This design comes from an exercise in tuning for small area, a short achievable clock period and few clock cycles per item on the open sky130 flow, not from production work. At most, simulation tests tie the RTL to the original design; equivalence was not proved.

==> run D <==
Design Full_Connect, start of the top module:
module Full_Connect (
    input              aclk,
    input              aresetn,
    input              s_valid,
    input  [31:0]      s_data,
    output             s_ready,
    output             m_valid,
    output [16*32-1:0] m_data
);
    localparam N = 16;
    reg         busy;        
    reg  [5:0]  cnt;         
    reg         l1, l2, l3;  
    reg         f1, f2;      
    reg  [31:0] x1;
    reg  [12*N-1:0] sel1;
    wire [12*N-1:0] sel;
    wire [32*N-1:0] init;
    wire take = busy | s_valid;
    assign s_ready = !busy;
    always @(posedge aclk or negedge aresetn) begin
        if (!aresetn) begin
            busy <= 1'b0;
            cnt  <= 6'd0;
            l1   <= 1'b0;
            l2   <= 1'b0;
            l3   <= 1'b0;
        end
        else begin
            if (take) begin
                cnt  <= cnt + 6'd1;
                busy <= (cnt != 6'd63);
            end
            l1 <= take & (cnt == 6'd63);
            l2 <= l1;
            l3 <= l2;
        end
    end
    Weight_ROM #(.N(N)) Weight_ROM (
        .addr(cnt),
        .sel(sel),
        .init(init)
    );
    always @(posedge aclk) begin
        x1   <= s_data;
        sel1 <= sel;
        f1   <= (cnt == 6'd0);
        f2   <= f1;
    end
    genvar i;
    generate
        for (i = 0; i < N; i = i + 1) begin : neuron
            Mul_Accumulate Mul_Accumulate (
                .clk(aclk),
                .first(f2),
                .init(init[32*i+31:32*i]),
  ...
Settings: LEC_CHECK=0, CAP_MARGIN=20, CORE_MARGIN=2, CORE_UTILIZATION=40, SETUP_SLACK_MARGIN=4.8, SLEW_MARGIN=20, SYNTH_MEMORY_MAX_BITS=16384; clock period 8.0 ns.
run.sh (not shown) runs the stock make flow with config.mk's settings and CLKGATE_MAP_FILE= SYNTH_SCRIPT=/design/flow/synth_recipe.tcl, a recipe that flattens the netlist after the stock synthesis.
==> inputs of run C, as changes to run D <==
--- a/flow/config.mk
+++ b/flow/config.mk
@@ -9,5 +9,4 @@
 export CORE_MARGIN = 2
 export CORE_UTILIZATION = 40
-export SETUP_SLACK_MARGIN = 4.8
 export SLEW_MARGIN = 20
 export SYNTH_MEMORY_MAX_BITS = 16384
==> comparison <==
- Run D passed the timing, design-rule and antenna checks. Run C produced a clean layout.
- Of run C and run D, run D has the higher cell count (gap about 2.5%, measured against run D).
- Against run D, the worst hold slack of run C is lower by 0.0073 ns.
- In run D the register-to-register slack is better than in run C, by 1.1 ns.
- Sequential share of layout area: run C is higher than run D (1.6 points).
==> figures <==
metric	run C	run D
Outcome	no timing/DRC/antenna violations	no timing/DRC/antenna violations
Shortest period the worst path allows	5.10 ns	4.02 ns
Insertion delay of the later-clocked pin in the worst-skew pair	0.96 ns	0.93 ns
Remaining max-slew budget at the tightest pin	11.6%	18.8%
Worst setup path endpoint	neuron[7].Mul_Accumulate.Dout[29]	neuron[7].Mul_Accumulate.Dout[24]
Routed via count divided by cell count	5.62	5.69
Post-cts sizing count	0	2305
Endpoint of the lowest-slack register-to-register path	neuron[7].Mul_Accumulate.Dout[29]	neuron[7].Mul_Accumulate.Dout[24]
Fraction of the cycle the final worst path needs	63.8%	50.3%
Clock-cell share of area	4.94%	4.66%
Overall via count from detail_route	102918	106743
Worst hold slack	0.324 ns	0.331 ns
HPWL reported at the end of detailed placement	335000 um	325000 um
Function was not checked in any run of this note: the RTL went through the layout flow alone.

==> xenon: inputs <==
Full_Connect, a different RTL version from the one above (not shown whole).
==> module Full_Connect, before the edit <==
module Full_Connect (
    input              aclk,
    input              aresetn,
    input              s_valid,
    input  [31:0]      s_data,
    output             s_ready,
    output             m_valid,
    output [16*32-1:0] m_data
);
    localparam N = 16;
    reg         busy;        
    reg  [63:0] pos;         
    reg  [63:0] posn;        
    reg         nready;      
    reg         l1, l2, l3;  
    reg         f1, f1n;     
    reg  [31:0] x1;          
    reg  [12*N-1:0] sel1;
    wire [12*N-1:0] sel, seln;
    wire [32*N-1:0] init;
    wire take = busy | s_valid;
    assign s_ready = !nready;
    always @(posedge aclk or negedge aresetn) begin
        if (!aresetn) begin
            busy  <= 1'b0;
            nready <= 1'b0;
            pos   <= 64'd1;
            posn  <= ~64'd1;
            l1   <= 1'b0;
            l2   <= 1'b0;
            l3   <= 1'b0;
        end
        else begin
            if (take) begin
                pos   <= {pos[62:0], pos[63]};
                posn  <= {posn[62:0], posn[63]};
                busy  <= !pos[63];
                nready <= !(pos[63] | pos[62]);
            end
            l1 <= take & pos[63];
            l2 <= l1;
            l3 <= l2;
        end
    end
    Weight_ROM #(.N(N)) Weight_ROM (
        .addr(pos),
        .sel(sel),
        .init(init)
    );
    Weight_ROM #(.N(N)) Weight_ROM_n (
        .addr(~posn),
        .sel(seln),
        .init()
    );
    always @(posedge aclk) begin
        x1   <= s_data;
        sel1 <= {seln[12*N-1:6*N], sel[6*N-1:0]};
        f1   <= pos[0];
        f1n  <= !pos[0];
    end
    genvar i;
    generate
        for (i = 0; i < N; i = i + 1) begin : neuron
            Mul_Accumulate #(.IDX(i)) Mul_Accumulate (
                .clk(aclk),
                .first(i < N/2 ? f1 : !f1n),
                .init(init[32*i+31:32*i]),
                .sel(sel1[12*i+11:12*i]),
                .data(x1),
                .Dout(m_data[32*i+31:32*i])
            );
        end
    endgenerate
    assign m_valid = l3;
endmodule
Settings: LEC_CHECK=0, CAP_MARGIN=20, CORE_MARGIN=2, CORE_UTILIZATION=40, SETUP_SLACK_MARGIN=5.0, SLEW_MARGIN=20, SYNTH_MEMORY_MAX_BITS=16384; clock period 8.0 ns.
==> quartz: changes against xenon <==
--- a/flow/design.v
+++ b/flow/design.v
@@ -4331,22 +4331,20 @@
     localparam N = 16;
     reg         busy;        
     reg  [63:0] pos;         
-    reg  [63:0] posn;        
-    reg         nready;      
+    reg         ready;       
     reg         l1, l2, l3;  
     reg         f1, f1n;     
-    reg  [31:0] x1;          
+    reg  [31:0] x1, x1n;     
     reg  [12*N-1:0] sel1;
-    wire [12*N-1:0] sel, seln;
+    wire [12*N-1:0] sel;
     wire [32*N-1:0] init;
     wire take = busy | s_valid;
-    assign s_ready = !nready;
+    assign s_ready = ready;
     always @(posedge aclk or negedge aresetn) begin
         if (!aresetn) begin
             busy  <= 1'b0;
-            nready <= 1'b0;
+            ready <= 1'b1;
             pos   <= 64'd1;
-            posn  <= ~64'd1;
             l1   <= 1'b0;
             l2   <= 1'b0;
             l3   <= 1'b0;
@@ -4354,9 +4352,8 @@
         else begin
             if (take) begin
                 pos   <= {pos[62:0], pos[63]};
-                posn  <= {posn[62:0], posn[63]};
                 busy  <= !pos[63];
-                nready <= !(pos[63] | pos[62]);
+                ready <= pos[63];
             end
             l1 <= take & pos[63];
             l2 <= l1;
@@ -4368,14 +4365,10 @@
         .sel(sel),
         .init(init)
     );
-    Weight_ROM #(.N(N)) Weight_ROM_n (
-        .addr(~posn),
-        .sel(seln),
-        .init()
-    );
     always @(posedge aclk) begin
         x1   <= s_data;
-        sel1 <= {seln[12*N-1:6*N], sel[6*N-1:0]};
+        x1n  <= ~s_data;
+        sel1 <= sel;
         f1   <= pos[0];
         f1n  <= !pos[0];
     end
@@ -4387,7 +4380,7 @@
                 .first(i < N/2 ? f1 : !f1n),
                 .init(init[32*i+31:32*i]),
                 .sel(sel1[12*i+11:12*i]),
-                .data(x1),
+                .data(i < N/2 ? x1 : ~x1n),
                 .Dout(m_data[32*i+31:32*i])
             );
         end
SETUP_SLACK_MARGIN = 4.8   (was 5.0)
==> indigo: changes against xenon <==
--- a/flow/design.v
+++ b/flow/design.v
@@ -4335,7 +4335,7 @@
     reg         nready;      
     reg         l1, l2, l3;  
     reg         f1, f1n;     
-    reg  [31:0] x1;          
+    reg  [31:0] x1, x1n;     
     reg  [12*N-1:0] sel1;
     wire [12*N-1:0] sel, seln;
     wire [32*N-1:0] init;
@@ -4375,6 +4375,7 @@
     );
     always @(posedge aclk) begin
         x1   <= s_data;
+        x1n  <= ~s_data;
         sel1 <= {seln[12*N-1:6*N], sel[6*N-1:0]};
         f1   <= pos[0];
         f1n  <= !pos[0];
@@ -4387,7 +4388,7 @@
                 .first(i < N/2 ? f1 : !f1n),
                 .init(init[32*i+31:32*i]),
                 .sel(sel1[12*i+11:12*i]),
-                .data(x1),
+                .data(i < N/2 ? x1 : ~x1n),
                 .Dout(m_data[32*i+31:32*i])
             );
         end
==> garnet: changes against xenon <==
--- a/flow/design.v
+++ b/flow/design.v
@@ -4335,7 +4335,7 @@
     reg         nready;      
     reg         l1, l2, l3;  
     reg         f1, f1n;     
-    reg  [31:0] x1;          
+    reg  [31:0] x1, x1n;     
     reg  [12*N-1:0] sel1;
     wire [12*N-1:0] sel, seln;
     wire [32*N-1:0] init;
@@ -4375,6 +4375,7 @@
     );
     always @(posedge aclk) begin
         x1   <= s_data;
+        x1n  <= ~s_data;
         sel1 <= {seln[12*N-1:6*N], sel[6*N-1:0]};
         f1   <= pos[0];
         f1n  <= !pos[0];
@@ -4387,7 +4388,7 @@
                 .first(i < N/2 ? f1 : !f1n),
                 .init(init[32*i+31:32*i]),
                 .sel(sel1[12*i+11:12*i]),
-                .data(x1),
+                .data(i < N/2 ? x1 : ~x1n),
                 .Dout(m_data[32*i+31:32*i])
             );
         end
SETUP_SLACK_MARGIN = 4.8   (was 5.0)
==> comparison table <==
item                                                       xenon      quartz      indigo      garnet
Maximum cell stage delay along the critical path          890 ps     1020 ps      490 ps      450 ps
Cell Rows                                                    218         216         217         217
Critical path arrival                                    3870 ps     4120 ps     1600 ps     4000 ps
Initial antenna violation count                               26          46          37          50
Critical path depth in cells                                   4           6           2          12
Post-Route M1 WL                                      201,000 um  203,000 um  203,000 um  209,000 um
Outcome                         no timing/DRC/antenna violations  no timing/DRC/antenna violations  no timing/DRC/antenna violations  no timing/DRC/antenna violations
Mean area per synthesized cell                          9.74 um2    9.58 um2    9.73 um2    9.73 um2
Final worst path period share                              0.396       0.424       0.401       0.402
Met2 global-route usage                                    0.433       0.396       0.396       0.381
Number of fill cells in the layout                        33,000      33,100      32,800      33,100
Wire length of the first global-routing pass          730,000 um  708,000 um  704,000 um  699,000 um
Pin count of the biggest net entering global routing         152         178         126         222
Final wirelength                                      499,000 um  479,000 um  469,000 um  471,000 um
Testbench counts of xenon, summed over its fixed seeds: cycles 24,600, items 384.
Testbench counts of quartz, summed over its fixed seeds: cycles 24,600, items 384.
Testbench counts of indigo, summed over its fixed seeds: cycles 24,600, items 384.
Testbench counts of garnet, summed over its fixed seeds: cycles 24,600, items 384.

## separate check: timing with driven ports
How much do the figures lean on ideal ports? The routed layouts below were timed once more, with nothing changed but the port constraints.
Step 1 assumes that a clkbuf_16 drives the clock port and a buf_2 every other input.
Step 2, shift: input delay + t, output delay - t, t = (earliest + latest rising clock arrival at the registers) / 2. This alone moves slack from input paths to output paths.
Slacks: ideal / step 1 / step 2; pairs: ideal / step 1.
| run | t (ns) | setup slack, ns | hold slack, ns | slew at the worst register clock pin (ns) | pins driven straight from the clock port |
|---|---|---|---|---|---|
| run D | 1.010 | 3.977 / 3.977 / 3.977 | 0.331 / 0.331 / 0.331 | 0.07 / 0.07 | 1 |
| run C | 1.023 | 2.899 / 2.899 / 2.899 | 0.324 / 0.324 / 0.324 | 0.07 / 0.07 | 1 |
| xenon | 1.043 | 4.834 / 4.755 / 4.185 | 0.362 / 0.362 / 0.362 | 0.07 / 0.07 | 1 |
| quartz | 1.034 | 4.609 / 4.609 / 4.325 | 0.349 / 0.349 / 0.349 | 0.07 / 0.07 | 1 |
| indigo | 1.050 | 4.795 / 4.680 / 4.169 | 0.352 / 0.352 / 0.352 | 0.07 / 0.07 | 1 |
| garnet | 1.048 | 4.786 / 4.692 / 4.172 | 0.357 / 0.357 / 0.357 | 0.07 / 0.07 | 1 |
After both steps setup and hold are still met in every run listed. For xenon, which loses most, drivers alone change the setup slack by -0.079 ns; drivers and shift together by -0.649 ns.
